This design comes from an exercise in tuning for a short achievable clock period and few clock cycles on the open sky130 flow, not from production work. Function was checked by simulation only, so behaviour that the tests miss may differ from the original. Power and IR drop assume default switching activity.

==> design/flow/design.v <==
module PC_counter (
    input  wire        clk,
    input  wire        rst_n,
    input  wire [31:0] PC_in,
    input  wire        input_sel,   
    output reg  [31:0] PC,
    output wire [31:0] PC_next
);
    assign PC_next = PC + 4;
    always @(posedge clk or negedge rst_n) 
    begin
        if (~ rst_n)
            PC <= 32'h0;
        else 
        begin
            PC <= input_sel ? PC_in :PC_next ;
        end
    end
endmodule
module inst_decoder (
  input   wire [31:0]  instr,
  output  wire [4:0]   rs1,
  output  wire [4:0]   rs2,
  output  wire [4:0]   rd,
  output  wire [6:0]   opcode,
  output  wire [2:0]   funct3,
  output  wire [6:0]   funct7,
  output  reg  [31:0]  immediate 
);
  assign rd = instr[11:7];
  assign opcode = instr[6:0];
  assign funct3 = instr[14:12];
  assign funct7 = instr[31:25];
  assign rs1 = instr[19:15];
  assign rs2 = instr[24:20];
  assign rd = instr[11:7];
  always @(*) begin
    case (opcode)
      7'b011_0011: 
      begin
          immediate = 32'hdeadbeef;
      end 
      7'b110_0111,
      7'b000_0011,
      7'b001_0011:
      begin
          immediate = {{20{instr[31]}},instr[31:20]}; 
      end
      7'b011_0111,
      7'b001_0111:
      begin 
        immediate = {instr[31:12],12'h0}; 
      end
      7'b110_1111:
      begin
        immediate = {{11{instr[31]}},instr[31], instr[19:12],instr[20], instr[30:21],1'b0};
      end	
      7'b110_0011:
      begin
            immediate = {{19{instr[31]}},instr[31],instr[7],instr[30:25],instr[11:8],1'b0};
      end	
      7'b010_0011:
      begin 
            immediate = {{20{instr[31]}},instr[31:25],instr[11:7]};
      end
      default:    immediate = 32'hdeadbeef;   
    endcase
  end
endmodule
module reg_file (
  input   wire          clk,
  input   wire          rst_n,
  input   wire [4:0]    rs1_addr,
  input   wire [4:0]    rs2_addr,
  input   wire [4:0]    rd_addr,
  input   wire          wr_en,
  input   wire [31:0]   data_in,
  output  wire [31:0]   rs1_out,
  output  wire [31:0]   rs2_out
);  
  reg [31:0] regfile [31:0];	
  assign rs1_out = rs1_addr ? regfile[rs1_addr] : 32'h0;
  assign rs2_out = rs2_addr ? regfile[rs2_addr] : 32'h0;
  integer i;
  always @(posedge clk or negedge rst_n)
    begin
      if(~rst_n)
        for (i = 0; i < 32; i = i + 1) 
          regfile [i] <= 32'h0; 
      else
        if (wr_en)
            regfile[rd_addr] <= data_in;
    end
endmodule
module MUX_2_1 (
    input  wire [31:0] I1,
    input  wire [31:0] I2,
    input  wire        S,
    output wire [31:0] out
);
assign out = (S == 1'b0) ? I1 : I2;
endmodule
module MUX_3_1 (
    input  wire [31:0] I1,
    input  wire [31:0] I2,
    input  wire [31:0] I3,
    input  wire [1:0]  S,
    output wire [31:0] out
);
assign out = (S == 2'b00) ? I1 :
             (S == 2'b01) ? I2 : I3;
endmodule
module ALU (
  input   wire [31:0] op_1,
  input   wire [31:0] op_2,
  input   wire [3:0]  alu_op,
  output  reg  [31:0] alu_out
);
  localparam OP_ADD = 4'b0000;
  localparam OP_SUB = 4'b0001;
  localparam OP_SLL = 4'b0010;
  localparam OP_SLT = 4'b0100;
  localparam OP_ULT = 4'b0110;
  localparam OP_XOR = 4'b1000;
  localparam OP_LSR = 4'b1010;
  localparam OP_ASR = 4'b1011;
  localparam OP_OR  = 4'b1100;
  localparam OP_AND = 4'b1110;
  localparam OP_BP  = 4'b0111;
  localparam OP_EQL = 4'b0011;
  localparam OP_UGT = 4'b0101;
  localparam OP_SGT = 4'b1001;
  reg signed [31:0] signed_op_1;
  reg signed [31:0] signed_op_2;
  always@(*) begin
    signed_op_1 = op_1;
    signed_op_2 = op_2;
    case (alu_op)
      OP_ADD : alu_out = op_1 + op_2;
      OP_SUB : alu_out = op_1 - op_2;
      OP_SLL : alu_out = op_1 << op_2[4:0];
      OP_SGT : alu_out = {31'h0, signed_op_1 >= signed_op_2};
      OP_UGT:  alu_out = {31'h0, op_1 >= op_2};
      OP_LSR:  alu_out = op_1>> op_2[4:0];
      OP_ASR:  alu_out = signed_op_1 >>> op_2[4:0];
      OP_OR :  alu_out = op_1 | op_2;
      OP_AND:  alu_out = op_1 & op_2;
      OP_XOR:  alu_out = op_1 ^ op_2;
      OP_EQL:  alu_out = {31'h0, op_1 == op_2};
      OP_ULT:  alu_out = {31'h0, op_1 < op_2};
      OP_SLT:  alu_out = {31'h0, signed_op_1 < signed_op_2};
      OP_BP :  alu_out = op_2;
      default: alu_out = 32'h0;
    endcase
  end
endmodule
module lsu (
    input   wire [31:0]   mem_addr,
    input   wire [2:0]    mem_control,
    input   wire          mem_wr_en,
    input   wire [31:0]   mem_data_in,
    input   wire [31:0]   dmem_rdata,
    output  wire [31:0]   dmem_wdata,
    output  wire [3:0]    dmem_wstrb,
    output  wire [31:0]   mem_data_out
);
    wire [31:0] word  = dmem_rdata >> {mem_addr[1:0], 3'b000};
    assign mem_data_out = (mem_control == 3'b010) ? dmem_rdata:
                          (mem_control == 3'b001) ? {{16{word[15]}},word[15:0]}:
                          (mem_control == 3'b000) ? {{24{word[7]}},word[7:0]}:
                          (mem_control == 3'b101) ? {{16{1'b0}},word[15:0]}:
                          (mem_control == 3'b100) ? {{24{1'b0}},word[7:0]}:dmem_rdata;
    assign dmem_wdata = (mem_control[1:0] == 2'b01) ? {2{mem_data_in[15:0]}}:
                        (mem_control[1:0] == 2'b00) ? {4{mem_data_in[7:0]}}:
                                                      mem_data_in;
    assign dmem_wstrb = ~mem_wr_en                   ? 4'b0000:
                        (mem_control[1:0] == 2'b01) ? (4'b0011 << {mem_addr[1], 1'b0}):
                        (mem_control[1:0] == 2'b00) ? (4'b0001 << mem_addr[1:0]):
                                                      4'b1111;
endmodule
module branch_comp (
    input wire  [31:0] branch_OP1,
    input wire  [31:0] branch_OP2,
    input wire  [2:0]  branch_OPCODE,
    input wire  [6:0]  opcode,
    output wire        branch_taken
);
    localparam OP_EQL = 3'b000;
    localparam OP_NEQ = 3'b001;
    localparam OP_UGT = 3'b111;  
    localparam OP_SGT = 3'b101;  
    localparam OP_SLT = 3'b100;
    localparam OP_ULT = 3'b110;
    reg signed [31:0] signed_op_1;
    reg signed [31:0] signed_op_2;
    always @(*) 
    begin
        signed_op_1 = branch_OP1;
        signed_op_2 = branch_OP2;
    end
    assign branch_taken = (opcode == 7'b110_0011) ? 
                          (branch_OPCODE == OP_EQL) ? (branch_OP1 == branch_OP2):
                          (branch_OPCODE == OP_NEQ) ? (branch_OP1 != branch_OP2):
                          (branch_OPCODE == OP_UGT) ? (branch_OP1 >= branch_OP2):
                          (branch_OPCODE == OP_ULT) ? (branch_OP1 <  branch_OP2):
                          (branch_OPCODE == OP_SGT) ? (signed_op_1 >= signed_op_2):
                          (branch_OPCODE == OP_SLT) ? (signed_op_1 < signed_op_2):
                          1'b0:1'b0;
endmodule
module controller(
    input  wire       clk,
    input  wire       rst_n,
    input  wire [6:0] opcode,
    input  wire [2:0] funct3,
    input  wire [6:0] funct7,
    output reg         PC_mux,
    output reg         ALU_OP1_mux,
    output reg         ALU_OP2_mux,
    output reg  [3:0]  ALU_OP,
    output reg  [1:0]  reg_data_mux,
    output reg         reg_wr_en, 
    output reg         mem_wr_en,
    output reg  [2:0]  mem_control
);
    localparam OP_ADD = 4'b0000;
    localparam OP_BP  = 4'b0111;
    always @(opcode or funct3 or funct7) begin
        PC_mux       = 0;
        ALU_OP1_mux  = 0;
        ALU_OP2_mux  = 0;
        reg_wr_en    = 1;
        mem_wr_en    = 0;
        reg_data_mux = 0;
        ALU_OP       = 4'hf;
        mem_control  = 3'b010;
        case (opcode)
            7'b011_0011:  
            begin
                ALU_OP2_mux  = 1;
                reg_data_mux = 2'b01;
                ALU_OP = {funct3,funct7[5]};
            end
            7'b001_0011:  
            begin
                reg_data_mux = 2'b01;
                ALU_OP = (funct3 == 3'b101) ? {funct3,funct7[5]}:{funct3,1'b0};
            end
            7'b010_0011:  
            begin
                reg_wr_en = 0;
                mem_wr_en = 1;
                reg_data_mux = 2'b01;
                mem_control = funct3;
                ALU_OP = OP_ADD;
            end
            7'b000_0011:  
            begin
                mem_control = funct3;
                ALU_OP = OP_ADD;
            end 
            7'b110_0011:  
            begin 
                ALU_OP1_mux = 1; 
                reg_wr_en = 0;
                ALU_OP = OP_ADD;
            end
            7'b110_0111:  
            begin
                PC_mux = 1;
                reg_data_mux = 2'b11;
                ALU_OP = OP_ADD;
            end
            7'b110_1111:  
            begin
                PC_mux = 1;
                ALU_OP1_mux = 1; 
                reg_data_mux = 2'b11;
                ALU_OP = OP_ADD;
            end
            7'b011_0111:  
            begin 
                reg_data_mux = 2'b01;
                ALU_OP = OP_BP;
            end
            7'b001_0111:  
            begin 
                ALU_OP1_mux = 1; 
                reg_data_mux = 2'b01;
                ALU_OP = OP_ADD;
            end
        endcase
    end
endmodule
module rv32i_core(
    input  wire        clk,
    input  wire        rst_n,
    output wire [31:0] imem_addr,
    input  wire [31:0] imem_rdata,
    output wire [31:0] dmem_addr,
    output wire [31:0] dmem_wdata,
    output wire [3:0]  dmem_wstrb,
    input  wire [31:0] dmem_rdata
);
    wire [31:0] instr,
                rs1_out,
                rs2_out,
                PC_next,
                ALU_OP1,
                ALU_OP2,
                immediate,
                ALU_result,
                reg_data_in,
                mem_data_out,
                instr_mem_addr;
    wire        PC_mux,
                PC_mux_cu,
                ALU_OP1_mux,
                ALU_OP2_mux,
                reg_wr_en,
                mem_wr_en,
                branch_taken;
    wire [4:0]  rs1,
                rs2,
                rd;
    wire [6:0]  opcode;
    wire [2:0]  funct3;
    wire [6:0]  funct7;
    wire [2:0]  mem_control;
    wire [1:0]  reg_data_mux;
    wire [3:0]  ALU_OP;
    assign PC_mux = PC_mux_cu | branch_taken;
    assign imem_addr = instr_mem_addr;
    assign instr     = imem_rdata;
    assign dmem_addr = ALU_result;
    PC_counter    PC (
                    .clk(clk),
                    .rst_n(rst_n),
                    .PC_in({ALU_result[31:1], 1'b0}),
                    .input_sel(PC_mux),
                    .PC(instr_mem_addr),
                    .PC_next(PC_next)
                    );
    inst_decoder ID (
                    .instr(instr),
                    .rs1(rs1),
                    .rs2(rs2),
                    .rd(rd),
                    .opcode(opcode),
                    .funct3(funct3),
                    .funct7(funct7),
                    .immediate(immediate)
                    );
    reg_file     RF (
                    .clk(clk),
                    .rst_n(rst_n),
                    .rs1_addr(rs1),
                    .rs2_addr(rs2),
                    .rd_addr(rd),
                    .wr_en(reg_wr_en),
                    .data_in(reg_data_in),
                    .rs1_out(rs1_out),
                    .rs2_out(rs2_out)
                    );
    MUX_2_1      M1 (
                    .I1(rs1_out),
                    .I2(instr_mem_addr),
                    .S(ALU_OP1_mux),
                    .out(ALU_OP1)
                    );
    MUX_2_1      M2 (
                    .I1(immediate),
                    .I2(rs2_out),
                    .S(ALU_OP2_mux),
                    .out(ALU_OP2)
                    );
    ALU          A1 (
                    .op_1(ALU_OP1),
                    .op_2(ALU_OP2),
                    .alu_op(ALU_OP),
                    .alu_out(ALU_result)
                    );
    lsu          Mem (
                    .mem_addr(ALU_result),
                    .mem_control(mem_control),
                    .mem_wr_en(mem_wr_en),
                    .mem_data_in(rs2_out),
                    .dmem_rdata(dmem_rdata),
                    .dmem_wdata(dmem_wdata),
                    .dmem_wstrb(dmem_wstrb),
                    .mem_data_out(mem_data_out)
                    );
    MUX_3_1      M3 (
                    .I1(mem_data_out),
                    .I2(ALU_result),
                    .I3(PC_next),
                    .S(reg_data_mux),
                    .out(reg_data_in)
                    );
    branch_comp  BC (
                    .opcode(opcode),
                    .branch_OP1(rs1_out),
                    .branch_OP2(rs2_out),
                    .branch_OPCODE(funct3),
                    .branch_taken(branch_taken)
    );
    controller   CU (
                    .clk(clk),
                    .rst_n(rst_n),
                    .opcode(opcode),
                    .funct3(funct3),
                    .funct7(funct7),
                    .PC_mux(PC_mux_cu),
                    .ALU_OP1_mux(ALU_OP1_mux),
                    .ALU_OP2_mux(ALU_OP2_mux),
                    .ALU_OP(ALU_OP),
                    .reg_data_mux(reg_data_mux),
                    .reg_wr_en(reg_wr_en),
                    .mem_wr_en(mem_wr_en),
                    .mem_control(mem_control)
                    );
endmodule
==> design/flow/run.sh <==
#!/bin/bash
# synth_recipe.tcl (not shown) runs the flow's synth.tcl, then flattens the netlist and writes it again
# the make line also repeats each setting of config.mk as NAME=value (left out here)
make -C /OpenROAD-flow-scripts/flow DESIGN_CONFIG=/design/flow/config.mk WORK_HOME=/design/flow/orfs CLKGATE_MAP_FILE= SYNTH_SCRIPT=/design/flow/synth_recipe.tcl finish
==> design/flow/config.mk <==
export PLATFORM = sky130hd
export DESIGN_NAME = rv32i_core
export DESIGN_NICKNAME = rv32i_core
export VERILOG_FILES = /design/flow/design.v
export SDC_FILE = /design/flow/constraint.sdc
export NUM_CORES = 4
export LEC_CHECK = 0
export CAP_MARGIN = 20
export CORE_MARGIN = 2
export CORE_UTILIZATION = 40
export SETUP_SLACK_MARGIN = 0.3
export SLEW_MARGIN = 20
==> design/flow/constraint.sdc <==
create_clock -name core_clock -period 12.0 [get_ports {clk}]
set_input_delay 2.4000 -clock core_clock [delete_from_list [all_inputs] [get_ports {clk}]]
set_output_delay 2.4000 -clock core_clock [all_outputs]
set_load 0.01 [all_outputs]
==> results.txt <==
==> synth_stat cells, drive strengths merged (82+ instances only) <==
master / count / area share (%)
nand2: 1264 / 7.4
a2111oi: 129 / 1.9
and3: 495 / 4.8
o21ai: 1057 / 8.3
nor2: 449 / 2.7
mux2i: 101 / 1.6
nand3: 234 / 1.8
nand4: 82 / 0.80
clkbuf: 525 / 3.1
buf: 201 / 1.7
inv: 165 / 0.97
ha: 132 / 2.6
a21oi: 324 / 2.5
a22oi: 571 / 6.7
dfrtp: 1023 / 40
==> final cells by class <==
| type | instances | area (sq um) | area share, % |
|---|---|---|---|
| clock inverter | 69 | 903 | 1.16 |
| antenna | 42 | 105 | 0.134 |
| sequential | 1023 | 25600 | 32.7 |
| multi-input combinational | 5889 | 35800 | 45.8 |
| tap | 2072 | 2590 | 3.32 |
| inverter | 167 | 627 | 0.802 |
| clock buffer | 147 | 3230 | 4.13 |
| timing repair buffer | 1042 | 9350 | 12.0 |
==> worst max-delay path, cell delays in order <==
cell and delay (ns):
buf_2 0.48, buf_4 0.24, and3b_2 0.39, buf_12 0.28, and3_1 0.22, a2111oi_0 0.41, nand4_1 0.40, o41a_1 0.61
ha_1 0.35, buf_4 0.21, a2111oi_2 0.31, buf_4 0.19, o211a_2 0.26, and3b_1 0.25, a21o_1 0.19, a21o_1 0.20
buf_4 0.14, a211oi_1 0.23, a21oi_1 0.06, a2111oi_1 0.60, buf_4 0.23, inv_1 0.04, clkdlybuf4s50_1 0.51
==> flip-flops by register name, summed over array words and instances (netlist names) <==
signal	count
PC.PC	31
RF.regfile	992
==> timing repair <==
item                                    in CTS  in global routing
resized for setup                           25                 62
endpoints found under the setup margin      16                 19
gates cloned                                 0                  3
setup buffers                                4                  7
endpoints found under the hold margin        0                  0
pin swaps                                   10                 14
==> final timing paths <==
kind	start	endpoint	depth (start not counted)
worst max-delay path	imem_rdata[15]	dmem_addr[12]	23
worst min-delay path	RF.regfile[16][1]	RF.regfile[16][1]	2
worst max register to register	RF.regfile[25][0]	RF.regfile[16][27]	32
worst min register to register	RF.regfile[16][1]	RF.regfile[16][1]	2
max in group asynchronous	rst_n	RF.regfile[24][1]	3
min in group asynchronous	rst_n	RF.regfile[15][14]	1
==> logic make-up (layout without fill, tap and decap cells) <==
family / Yosys count / after routing / synth area share (%)
multiplexers: 134 / 134 / 2.16
flip-flops: 1023 / 1023 / 40.0
other: 1 / 43 / 0.00586
XOR/XNOR: 31 / 31 / 0.424
AO/OA/AOI/OAI: 2664 / 2664 / 27.1
buffers and inverters: 893 / 1425 / 5.76
adder cells (fa/ha/maj): 134 / 134 / 2.64
AND/OR/NAND/NOR: 2924 / 2925 / 21.9
==> through the flow <==
stage | setup WS, ns | hold slack [ns]
floorplan | 0.594 | 0.450
global placement | -0.503 | 0.465
detailed placement | -0.406 | 0.480
CTS | 0.307 | 0.496
global route | 0.239 | 0.521
finish | 0.279 | 0.494
==> layout by cell type, fill, tap and decap left out, types with 27 or more instances in the layout <==
cell | Yosys | layout
nand4_1 | 82 | 82
a22oi_1 | 570 | 567
o21ai_1 | 188 | 192
a22o_1 | 27 | 27
buf_12 | 0 | 86
dfrtp_1 | 1023 | 1023
ha_1 | 132 | 129
clkdlybuf4s50_1 | 0 | 152
mux2i_1 | 101 | 101
o22ai_1 | 33 | 32
a21o_1 | 29 | 27
nand2_2 | 0 | 27
nor3_1 | 77 | 73
o31ai_1 | 48 | 47
nor4_1 | 41 | 36
a222oi_1 | 29 | 29
buf_4 | 31 | 784
and4_1 | 56 | 56
nand3_1 | 232 | 230
mux2_2 | 33 | 33
a211oi_1 | 35 | 33
nor2_2 | 10 | 36
diode_2 | 0 | 42
nand2_1 | 1263 | 1228
inv_1 | 157 | 157
o21ai_0 | 867 | 860
and3_1 | 495 | 494
o211ai_1 | 60 | 60
clkbuf_16 | 0 | 119
nand3b_1 | 28 | 28
a21oi_1 | 322 | 312
nand2b_1 | 35 | 33
a221oi_1 | 50 | 46
nor2_1 | 439 | 376
nor2_4 | 0 | 38
a2111oi_0 | 125 | 115
==> layer usage <==
layer	vias to the layer above	wire length (microns)	track usage, %
met1	36000	154000	61.7
met4	32	53500	48.9
met3	2472	61700	21.9
met2	6923	178000	74.6
li1	29600	-	-
met5	-	356	1.61
==> power by group through the flow <==
stage               sequential [uW]  clock, uW  combinational (uW)
floorplan                      4740          0                1810
global placement               5340          0                3680
detailed placement             5330          0                3720
CTS                            5280       3920                3750
global route                   5390       4050                4150
finish                         5380       3930                3960
==> results.json <==
{
  "wl_microns": 447000,
  "drc_errors": 0,
  "powerDensity_nw_per_um2": 170,
  "first_iter_violations": 12800,
  "cp_max_fo": 35,
  "p_leak_uw": 0.0357,
  "synth_cell_type_count": 110,
  "setup_viol": 0,
  "gp_congestion": 1.13,
  "power_frac_comb_pct": 29.9,
  "clockRootBuffer": "clkbuf_16",
  "dpl_cell_area_sq_um": 73400,
  "synthFlopType": "dfrtp_1",
  "power_frac_seq_pct": 40.5,
  "skew_ns": 0.0764,
  "fin_crit_sh_pct": 97.7,
  "dp_hpwl_microns": 318000,
  "drt_first_pass_iters": 12,
  "design_area_sq_um": 78200,
  "cp.required_ns": 9.60,
  "viasPerCell": 7.18,
  "cts_tree": "built",
  "p_sw_share_pct": 40.5,
  "hold_buffers": 0,
  "internal_power_uw": 7890,
  "synth_edf_count": 0,
  "slew_headroom_pct": 13.5,
  "wl_per_cell_microns": 42.8,
  "grt-ovfl-total": 0,
  "cts_buffers": 117,
  "fin_nets": 8440,
  "grt_max_degree": 161,
  "netlist_area_sq_um": 64000,
  "synthCells": 7804,
  "min_path_type": "register to register",
  "antenna_found_initial": 49,
  "synthArstFlopShare_pct": 100,
  "critPathKind": "input pin to output port",
  "worst_ep_arrival_time_ns": 9.32,
  "ioPinCount": 166,
  "ant_nets": 0,
  "fin_cells": 10500,
  "maxSlewViolCount": 0,
  "grt_first_pass_wirelength_microns": 600000,
  "drive_gt1_share_pct": 16.7,
  "cts_num_sinks": 1023,
  "syn_avg_cell_area_sq_um": 8.21,
  "num_vias": 75100,
  "n_fill_cell": 15400,
  "start_util_pct": 40.3,
  "power_uw": 13300,
  "dieArea_sq_um": 163000,
  "clk_path_buf_depth": 3,
  "clock_latency_ns": 0.83,
  "ir_worst_vdd_mv": 0.138,
  "path_clk_slew_ns": 0.07,
  "place_inst": 10200,
  "period_minus_slack_ns": 11.72,
  "syn-num-nets": 8004,
  "fmax_ghz": 0.0853,
  "setup_tns_ns": 0,
  "drv_cap": 0,
  "startpoint_type": "input pin",
  "worst_pin_slew_ns": 1.29,
  "yosysSeqAreaShare_pct": 40.0,
  "final_util_pct": 49.3,
  "crit_path_end_kind": "output port",
  "core_region_area_sq_um": 159000,
  "clkPwrFrac_pct": 29.6,
  "hold_viol": 0,
  "die_w_microns": 404,
  "regToRegSetupSlack_ns": 3.91,
  "rows": 146,
  "status": "complete, no violations",
  "grt_pass1_vias": 69400,
  "yosys_warnings": 7,
  "cts.htree.levels": 3,
  "portBuffers": 164,
  "rsz0062_at_grt": "yes",
  "chipHeight_microns": 404,
  "power_switching_uw": 5380,
  "synth-seq-cells": 1023,
  "areaGrowthSynthToFinish_pct": 22.1,
  "gr-usage-all-layers_pct": 53.4
}
Testbench counts, summed over its fixed seeds: cycles 62,617.

-- what the ideal ports hide --
How much do the figures lean on ideal ports? The routed layout below was timed once more, with nothing changed but the port constraints.
Step 1 (the two cells are an assumption about what drives the block):
set clk [get_ports {clk}]
set_driving_cell -lib_cell sky130_fd_sc_hd__clkbuf_16 $clk
set_driving_cell -lib_cell sky130_fd_sc_hd__buf_2 [delete_from_list [all_inputs] $clk]
Step 2 also shifts input and output timing later by t, the mid clock arrival at the registers, as if the neighbouring blocks saw the same clock.
Three values: ideal ports, drivers, drivers and shift; two values: the first two.
t, ns: 0.879
slack for setup (ns): 0.279 / 0.257 / 0.257
hold slack, ns: 0.494 / 0.494 / 0.494
After both steps setup and hold are still met in this run. The setup slack of this run moves by -0.022 ns with the drivers and by -0.022 ns with both steps.
